Context: an optimization exercise on an open-source flow, tuned for small area. The choices shown serve that exercise and are no tape-out recipe. RTL that was checked went through simulation tests only; none was proved equivalent to the original. No activity file was given, so power comes from the tool's default toggle rates.

## job 101
// pps_synch
module pps_synch(
	input		clk,
	input		rst,
	input	[2:0]	pps,
	input	[2:0]	pps_sel,
	input		sysref,
	input	[31:0]	load_secs,
	input	[31:0]	load_ns,
	input	[7:0]	load_subns,
	input	[5:0]	ns_per_clk,
	input	[7:0]	subns_per_clk,
	input	[31:0]	delay_ns,
	input	[3:0]	mode,
	input	[2:0]	sanity_mode,
	input	[15:0]	lockout_ns,
	input	[31:0]	rollover_thresh_ns,
	input	[1:0]	capture_mode,
	output	[31:0]	captured_secs,
	output	[31:0]	captured_ns,
	output	[7:0]	captured_subns,
	output		captured,
	output	[31:0]	secs,
	output	[31:0]	ns,
	output	[7:0]	subns,
	output		running,
	output  [63:0]  timestamp_us,
	output          timestamp_valid
);
	reg        started;
	reg [2:0]  mode_r;
	reg [1:0]  capture_mode_r;
	reg [2:0]  sanity_mode_r;
	reg [13:0] step_r;
	reg        resync;
	reg        delay_nz_r;     
	reg        delay_ge_r;     
	reg        lock_lt_r;      
	reg        thr_ge_r;       
	reg [31:0] secs_r;
	reg [39:0] ns_r;
	reg [31:0] pipe_r;         
	reg [39:0] delay;
	reg        captured_r;
	reg [31:0] captured_secs_r;
	reg [39:0] captured_ns_r;
	reg pps_internal;
	reg last_pps;
  ...
Size: ~3,400 cells after synthesis, ~640 flip-flops, about 400 I/O pins, roughly 36,000 sq um of cells after synthesis.
Settings: LEC_CHECK=0, CAP_MARGIN=0, CORE_MARGIN=2, CORE_UTILIZATION=65, SLEW_MARGIN=0; clock period 5.0 ns.
standard.sh (not shown) runs the stock make flow with config.mk's settings and CLKGATE_MAP_FILE= SYNTH_SCRIPT=/design/flow/synth_recipe.tcl, a recipe that flattens the netlist after the stock synthesis.
==> flow/flow/run.sh <==
#!/bin/bash
export BUFFER_PORTS_ARGS="-buffer_cell sky130_fd_sc_hd__buf_1"
export CTS_ARGS="-sink_clustering_enable -repair_clock_nets -dont_use_dummy_load -buf_list {sky130_fd_sc_hd__clkbuf_8} -root_buf sky130_fd_sc_hd__clkbuf_8 -sink_clustering_size 16 -sink_clustering_max_diameter 70"
bash standard.sh > standard.log 2>&1
> inputs changed (job 101 -> job 102)
==> flow/flow/run.sh <==
#!/bin/bash
export BUFFER_PORTS_ARGS="-buffer_cell sky130_fd_sc_hd__buf_1"
export CTS_ARGS="-sink_clustering_enable -repair_clock_nets -dont_use_dummy_load -buf_list {sky130_fd_sc_hd__clkbuf_8} -root_buf sky130_fd_sc_hd__clkbuf_8 -sink_clustering_size 20 -sink_clustering_max_diameter 60"
bash standard.sh > standard.log 2>&1
Results
Relative to job 101, the wire length on met2 measured on job 102 has decreased slightly. Changes observed in job 102 relative to job 101: combinational cell fraction of total power rose by 0.2 points, met2 track demand over resource in global routing fell by 0.50 points, final worst-path cycle share fell by 1.5 points, number of DRC violations after detailed-routing iteration 0 rose by 48, setup slack rose by 0.076 ns. In terms of non-filler instance count after layout, job 101 and job 102 differ only marginally.
#### Input delta (job 103 over job 102)
==> flow/flow/run.sh <==
#!/bin/bash
export BUFFER_PORTS_ARGS="-buffer_cell sky130_fd_sc_hd__buf_1"
export CTS_ARGS="-sink_clustering_enable -repair_clock_nets -dont_use_dummy_load -buf_list {sky130_fd_sc_hd__clkbuf_16} -root_buf sky130_fd_sc_hd__clkbuf_16 -sink_clustering_size 28 -sink_clustering_max_diameter 90"
bash standard.sh > standard.log 2>&1
Results
Re synthesized-area fraction occupied by ao, oa, aoi and oai cells: no difference whatsoever between job 102 and job 103. From job 102 to job 103 the numbers moved as follows: worst setup slack saw an increase, sequential share of cell area roughly the same, area fraction of clock buffers and clock inverters rose by 0.22 points, hold slack increased 0.0056 ns, design area flat. The higher final cycle utilization of the critical path came out of job 102. Job 103 against job 102: cell count now sits lower; global-route usage over all layers shows an increase of 0.22 points; clock distribution power shows an increase of about 8%.


## run A
Another version of the RTL of pps_synch (not shown whole).
Size: about 3400 cells after synthesis, ~630 flip-flops, ~400 I/O pins.
Settings: LEC_CHECK=0, CAP_MARGIN=20, CORE_MARGIN=2, CORE_UTILIZATION=40, SETUP_SLACK_MARGIN=0.08, SLEW_MARGIN=20; clock period 5.0 ns.
==> flow/flow/run.sh <==
#!/bin/bash
export BUFFER_PORTS_ARGS="-buffer_cell sky130_fd_sc_hd__buf_1"
export CTS_ARGS="-sink_clustering_enable -repair_clock_nets -dont_use_dummy_load -buf_list {sky130_fd_sc_hd__clkbuf_4 sky130_fd_sc_hd__clkbuf_8} -root_buf sky130_fd_sc_hd__clkbuf_8"
bash standard.sh > standard.log 2>&1
Modified inputs, run B compared to run A
- SETUP_SLACK_MARGIN: 0.08 -> unset
- CORE_UTILIZATION: 40 -> 60
==> flow/flow/run.sh <==
#!/bin/bash
export BUFFER_PORTS_ARGS="-buffer_cell sky130_fd_sc_hd__buf_1"
export CTS_ARGS="-sink_clustering_enable -repair_clock_nets -dont_use_dummy_load -buf_list {sky130_fd_sc_hd__clkbuf_8} -root_buf sky130_fd_sc_hd__clkbuf_8 -sink_clustering_size 18 -sink_clustering_max_diameter 70"
bash standard.sh > standard.log 2>&1
Overall die width ends up higher on run A.
Summed area of non-filler cells in the final layout went down by a few percent going from run A to run B.
Run A → run B: routed wire length moved down; sequential share of layout area moved up.
The run with more setup slack is run A; run B has less.
Compared run B vs run A, and met1 wire length is down in run B.
Share of the clock period used by the worst path after layout was lower in the run labelled run A.
Worst hold slack: run B vs run A down 0.0032 ns
Cmp run B vs run A: critical path depth higher in run B
For run C, these inputs were changed with respect to run B:
- changing CORE_UTILIZATION from 60 to 40
- setting SETUP_SLACK_MARGIN to 0.08 for the first time
==> flow/flow/run.sh <==
#!/bin/bash
export BUFFER_PORTS_ARGS="-buffer_cell sky130_fd_sc_hd__buf_1"
export CTS_ARGS="-sink_clustering_enable -repair_clock_nets -dont_use_dummy_load -buf_list {sky130_fd_sc_hd__clkbuf_4} -root_buf sky130_fd_sc_hd__clkbuf_8"
bash standard.sh > standard.log 2>&1
### Flow results
Run C: flow completed, timing, DRC and antenna clean
Diff run B -> run C: final area increased 2.9%, post-route total power climbed about 4.4%, setup slack shows an increase of 0.059 ns.
Compared with run B, run C shows a lower critical path depth.
Function was not checked in any run of this note: the RTL went through the layout flow alone.


## job 3578
pps_synch, a different RTL version from the one above (not shown whole).
Size: about 3400 cells after synthesis, about 400 I/O pins.
==> flow/design.v (excerpt) <==
module pps_synch(
	input		clk,
	input		rst,
	input	[2:0]	pps,
	input	[2:0]	pps_sel,
	input		sysref,
	input	[31:0]	load_secs,
	input	[31:0]	load_ns,
	input	[7:0]	load_subns,
	input	[5:0]	ns_per_clk,
	input	[7:0]	subns_per_clk,
	input	[31:0]	delay_ns,
	input	[3:0]	mode,
	input	[2:0]	sanity_mode,
	input	[15:0]	lockout_ns,
	input	[31:0]	rollover_thresh_ns,
	input	[1:0]	capture_mode,
	output	[31:0]	captured_secs,
	output	[31:0]	captured_ns,
	output	[7:0]	captured_subns,
	output		captured,
	output	[31:0]	secs,
	output	[31:0]	ns,
	output	[7:0]	subns,
	output		running,
	output  [63:0]  timestamp_us,
	output          timestamp_valid
);
Settings: LEC_CHECK=0, CAP_MARGIN=20, CORE_MARGIN=2, CORE_UTILIZATION=40, SLEW_MARGIN=20; clock period 5.0 ns.
==> flow/flow/run.sh <==
#!/bin/bash
export BUFFER_PORTS_ARGS="-buffer_cell sky130_fd_sc_hd__buf_1"
bash standard.sh > standard.log 2>&1
Modified inputs, job 3979 compared to job 3578
- CORE_UTILIZATION changed from 40 to 55
- SLEW_MARGIN changed from 20 to 0
- CAP_MARGIN changed from 20 to 0
==> flow/flow/run.sh <==
#!/bin/bash
export BUFFER_PORTS_ARGS="-buffer_cell sky130_fd_sc_hd__buf_1"
export CTS_ARGS="-sink_clustering_enable -repair_clock_nets -dont_use_dummy_load -buf_list {sky130_fd_sc_hd__clkbuf_8} -root_buf sky130_fd_sc_hd__clkbuf_8 -sink_clustering_size 14 -sink_clustering_max_diameter 60"
bash standard.sh > standard.log 2>&1
==> notes.md <==
| portion of the clock cycle consumed by the worst path in the final layout | job 3979 vs job 3578 | 0.20 points lower |. Across both runs, via count was higher for job 3979 than for job 3578. In job 3979 relative to job 3578, design area had gone down by a few percent. Comparing job 3979 with job 3578, the gate count of the mapped netlist came out essentially unchanged. Compared to job 3578, job 3979 shows a wider setup margin. Diff job 3578 -> job 3979 | leakage power | decrease of about 4.4%.
### job 3979 -> job 198
- CORE_UTILIZATION: 55 -> 40
- CAP_MARGIN: 0 -> 20
- SLEW_MARGIN: 0 -> 20
==> flow/flow/run.sh <==
#!/bin/bash
export BUFFER_PORTS_ARGS="-buffer_cell sky130_fd_sc_hd__buf_1"
export CTS_ARGS="-sink_clustering_enable -repair_clock_nets -dont_use_dummy_load -buf_list {sky130_fd_sc_hd__clkbuf_4 sky130_fd_sc_hd__clkbuf_8} -root_buf sky130_fd_sc_hd__clkbuf_8"
bash standard.sh > standard.log 2>&1
Results
Job 198: headroom to the max-slew limit 17 points above job 3979. Density: job 198 sparser than job 3979. Number of antenna violations at the first check in global routing: job 198 vs job 3979 up 1. Diff job 3979 -> job 198 | cell internal power dissipation | up by a few percent. Taking job 3979 as the reference, in job 198 slew at the pin with the worst max-slew slack moved down, final instance area went up, effective utilization at floorplan shrank by 15 points, aggregate routed wire length about even.
> inputs changed (job 198 -> job 2505)
- a change of CORE_UTILIZATION from 40 to 60
==> flow/flow/run.sh <==
#!/bin/bash
export BUFFER_PORTS_ARGS="-buffer_cell sky130_fd_sc_hd__buf_1"
export CTS_ARGS="-sink_clustering_enable -repair_clock_nets -dont_use_dummy_load -buf_list {sky130_fd_sc_hd__clkbuf_8} -root_buf sky130_fd_sc_hd__clkbuf_8 -sink_clustering_size 18 -sink_clustering_max_diameter 70"
bash standard.sh > standard.log 2>&1
==> comparison <==
Share of power burned in registers was higher in job 2505 than in job 198. Job 2505 vs job 198: count of clock-net buffers in the final layout down by more than half. Diff job 198 -> job 2505: first-iteration detailed-routing DRC count saw an increase; clock share of power saw a decrease; average wire per cell in the routed design saw an increase; setup slack after layout saw a decrease. Job 2505: utilization higher than job 198. Taking job 198 as the reference point, the overall power of the completed layout of job 2505 falls by 960 uW. Job 2505 ended up with a lower number of cells in the finished layout apart from fillers than job 198 did.
diff inputs: job 2505 => job 5469
- CORE_UTILIZATION now 40, was 60
==> flow/run.sh (new file) <==
#!/bin/bash
# synth_recipe.tcl (not shown) runs the flow's synth.tcl, then flattens the netlist and writes it again
# the make line also repeats each setting of config.mk as NAME=value (left out here)
make -C /OpenROAD-flow-scripts/flow DESIGN_CONFIG=/design/flow/config.mk WORK_HOME=/design/flow/orfs CLKGATE_MAP_FILE= SYNTH_SCRIPT=/design/flow/synth_recipe.tcl finish
removed: flow/flow/run.sh
removed: flow/standard.sh
## What came out
On starting utilization of the core area: between job 2505 and job 5469, it ends up higher for job 2505.
Comparing job 2505 and job 5469, the lower met3 routing resource usage after global routing is on job 5469.
Going from job 2505 to job 5469, filler-free cell count of the finished design has increased; depth of the critical timing path with buffers and inverters included went up by 2; slack of the critical path went up; routed wire length now sits higher; routed length on met1 shows an increase of 7.4%.
Worst slew margin relative to its limit in job 5469 is 0.95 points below job 2505.
Cell area, job 2505 and job 5469, higher one = job 5469.
Of job 2505 and job 5469, the lower detailed-route vias per instance belongs to job 5469.
Input-level comparison between job 3641 and job 5469:
- swapping 40 for 55 in CORE_UTILIZATION
==> flow/flow/run.sh (new file) <==
#!/bin/bash
export BUFFER_PORTS_ARGS="-buffer_cell sky130_fd_sc_hd__buf_1"
export CTS_ARGS="-sink_clustering_enable -repair_clock_nets -dont_use_dummy_load -buf_list {sky130_fd_sc_hd__clkbuf_8} -root_buf sky130_fd_sc_hd__clkbuf_8 -sink_clustering_size 14 -sink_clustering_max_diameter 60"
bash standard.sh > standard.log 2>&1
==> flow/standard.sh (new file) <==
#!/bin/bash
# synth_recipe.tcl (not shown) runs the flow's synth.tcl, then flattens the netlist and writes it again
# the make line also repeats each setting of config.mk as NAME=value (left out here)
make -C /OpenROAD-flow-scripts/flow DESIGN_CONFIG=/design/flow/config.mk WORK_HOME=/design/flow/orfs CLKGATE_MAP_FILE= SYNTH_SCRIPT=/design/flow/synth_recipe.tcl "${@:-finish}"
removed: flow/run.sh
[summary]
Relative to job 5469, job 3641 degrades via count. Job 3641 reports a higher minimum clock period than job 5469 does. Relative to job 5469, the overall global routing resource usage of job 3641 is higher by 7.9 points. Job 5469 -> job 3641: number of global-route vias before repair increased by a few percent. The highest metal layer with signal wires comes out met5 in one run and met4 in the other, namely in job 3641 and job 5469 respectively. Setup slack of the worst register-to-register path for job 3641: 0.07 ns down relative to job 5469. | violation count after the first detailed-routing iteration | job 3641 vs job 5469 | 31% higher |. Looking only at critical path depth, and setting everything else aside, the higher value of job 5469 and job 3641 goes to job 3641.

## separate check: timing with driven ports
No port has a modelled driver above. Below, the same layouts with a new extraction and two added sets of constraints. Step 1: set_driving_cell puts a clkbuf_16 on clk and a buf_2 on each other input, an assumption about the parent block. Step 2 times the ports against the registers' clock, not the clock port: input delays grow and output delays shrink by t, the midpoint of the rising clock arrivals with the driver on. Slacks: ideal ports / drivers / drivers and shift; pairs: ideal ports / drivers.
run | shift t [ns] | slack for setup (ns) | pins driven straight from the clock port
job 101 | 0.704 | 0.134 / 0.134 / 0.134 | 1
job 102 | 0.696 | 0.210 / 0.210 / 0.210 | 1
job 103 | 0.635 | 0.256 / 0.256 / 0.256 | 1
run A | 0.762 | 0.220 / 0.220 / 0.220 | 1
run B | 0.690 | 0.127 / 0.127 / 0.127 | 1
run C | 0.829 | 0.185 / 0.185 / 0.185 | 1
job 3578 | 0.683 | 0.149 / 0.149 / 0.149 | 1
job 3979 | 0.712 | 0.159 / 0.159 / 0.142 | 1
job 198 | 0.779 | 0.135 / 0.135 / 0.135 | 1
job 2505 | 0.697 | 0.124 / 0.124 / 0.124 | 1
job 5469 | 0.673 | 0.220 / 0.220 / 0.167 | 1
job 3641 | 0.723 | 0.148 / 0.148 / 0.148 | 1
After both steps setup and hold are still met in every run listed. For job 5469, which loses most, drivers alone change the setup slack by 0.000 ns; drivers and shift together by -0.053 ns.
